This is an optimization exercise on Yosys and OpenROAD, whose aim is small area, a short achievable clock period and few clock cycles per item, not a production implementation.
The RTL was checked by simulation tests, not by an equivalence proof against the original design.

==> flow/design.v (excerpt) <==
module systolic_array #(
    parameter DATAWIDTH = 16,
    parameter N_SIZE = 4
) (
    input clk, rst_n,
    input valid_in,
    input [N_SIZE*DATAWIDTH-1:0] matrix_a_in,  
    input [N_SIZE*DATAWIDTH-1:0] matrix_b_in,  
    output reg valid_out,
    output [N_SIZE*DATAWIDTH*2-1:0] matrix_out  
);
Size in the first run: roughly 4100 cells after synthesis, ~260 I/O pins, about 50000 µm² of cells after synthesis.
==> flow/config.mk <==
export PLATFORM = sky130hd
export DESIGN_NAME = systolic_array
export DESIGN_NICKNAME = systolic_array
export VERILOG_FILES = /design/flow/design.v
export SDC_FILE = /design/flow/constraint.sdc
export NUM_CORES = 8
export LEC_CHECK = 0
export CAP_MARGIN = 20
export CORE_MARGIN = 2
export CORE_UTILIZATION = 40
export SLEW_MARGIN = 20
==> flow/constraint.sdc <==
create_clock -name core_clock -period 10.0 [get_ports {clk}]
set_input_delay 2.0000 -clock core_clock [delete_from_list [all_inputs] [get_ports {clk}]]
set_output_delay 2.0000 -clock core_clock [all_outputs]
set_load 0.01 [all_outputs]
standard.sh (not shown) runs the stock make flow with config.mk's settings and CLKGATE_MAP_FILE= SYNTH_SCRIPT=/design/flow/synth_recipe.tcl, a recipe that flattens the netlist after the stock synthesis.
==> flow/flow/run.sh <==
#!/bin/bash
# Layout flow: the standard ORFS flow (standard.sh) with three changes:
#  - after the standard synthesis, flow/fixpol.py removes most of the inverters that
#    Yosys' full-adder extraction leaves between full adders (each full adder may be used
#    in its inverted form, since FA(~a,~b,~c) = ~FA(a,b,c)); registers are not touched;
#  - the repair steps aim for a larger setup slack margin, so that the paths end well
#    below the 10 ns clock period; the SDC and the period are the standard flow's own;
#  - port buffers are buf_2, and the clock tree uses larger sink clusters.
set -euo pipefail
R=orfs/results/sky130hd/systolic_array/base
ARGS="SETUP_SLACK_MARGIN=6.7 CORE_UTILIZATION=65 CTS_CLUSTER_SIZE=30 CTS_CLUSTER_DIAMETER=60"
bash standard.sh synth > standard_synth.log 2>&1
cp $R/1_2_yosys.v $R/1_2_yosys.standard.v
python3 flow/fixpol.py $R/1_2_yosys.standard.v $R/1_2_yosys.v > fixpol.log 2>&1
bash standard.sh $ARGS BUFFER_PORTS_ARGS='-buffer_cell sky130_fd_sc_hd__buf_2' CTS_ARGS='-sink_clustering_enable -repair_clock_nets -sink_clustering_size 12 -sink_clustering_max_diameter 70 -sink_clustering_buffer sky130_fd_sc_hd__clkbuf_8' finish > standard_flow.log 2>&1
Other scripts of this flow, unchanged in this note and not shown: flow/flow/fixpol.py
Testbench counts at the start, summed over its fixed seeds: cycles 14,592, matrices 768.
==> next run, changes <==
--- a/flow/flow/run.sh
+++ b/flow/flow/run.sh
@@ -10,3 +10,3 @@
 R=orfs/results/sky130hd/systolic_array/base
-ARGS="SETUP_SLACK_MARGIN=6.7 CORE_UTILIZATION=65 CTS_CLUSTER_SIZE=30 CTS_CLUSTER_DIAMETER=60"
+ARGS="SETUP_SLACK_MARGIN=6.65 CORE_UTILIZATION=70 CTS_CLUSTER_SIZE=30 CTS_CLUSTER_DIAMETER=60"
 bash standard.sh synth > standard_synth.log 2>&1
@@ -14,2 +14,2 @@
 python3 flow/fixpol.py $R/1_2_yosys.standard.v $R/1_2_yosys.v > fixpol.log 2>&1
-bash standard.sh $ARGS BUFFER_PORTS_ARGS='-buffer_cell sky130_fd_sc_hd__buf_2' CTS_ARGS='-sink_clustering_enable -repair_clock_nets -sink_clustering_size 12 -sink_clustering_max_diameter 70 -sink_clustering_buffer sky130_fd_sc_hd__clkbuf_8' finish > standard_flow.log 2>&1
+bash standard.sh $ARGS BUFFER_PORTS_ARGS='-buffer_cell sky130_fd_sc_hd__buf_2' CTS_ARGS='-sink_clustering_enable -repair_clock_nets -sink_clustering_size 15 -sink_clustering_max_diameter 60 -sink_clustering_buffer sky130_fd_sc_hd__clkbuf_8' finish > standard_flow.log 2>&1
After rerunning: The new run finished clean. Hold slack gets better by 0.0079 ns. Via count rose by a few percent. Maximum frequency rose by a few percent. Die area fell by a little under a tenth. Wire length rose by a few percent. Flip-flop and latch count is unchanged.

## afterwards: timing with drivers on the ports
No port has a modelled driver above. Below, the same layouts with a new extraction and two added sets of constraints.
Step 1: set_driving_cell puts a clkbuf_16 on clk and a buf_2 on each other input, an assumption about the parent block.
Step 2 times the ports against the registers' clock, not the clock port: input delays grow and output delays shrink by t, the midpoint of the rising clock arrivals with the driver on.
Slacks: no drivers / after step 1 / after step 2; pairs: no drivers / after step 1.
run	shift t [ns]	slack for setup (ns)	worst data-port slew with drivers (ns)
the first run	0.716	6.595 / 6.595 / 6.595	0.09
the second run	0.693	6.670 / 6.667 / 6.670	0.08
After both steps setup and hold are still met in every run listed.
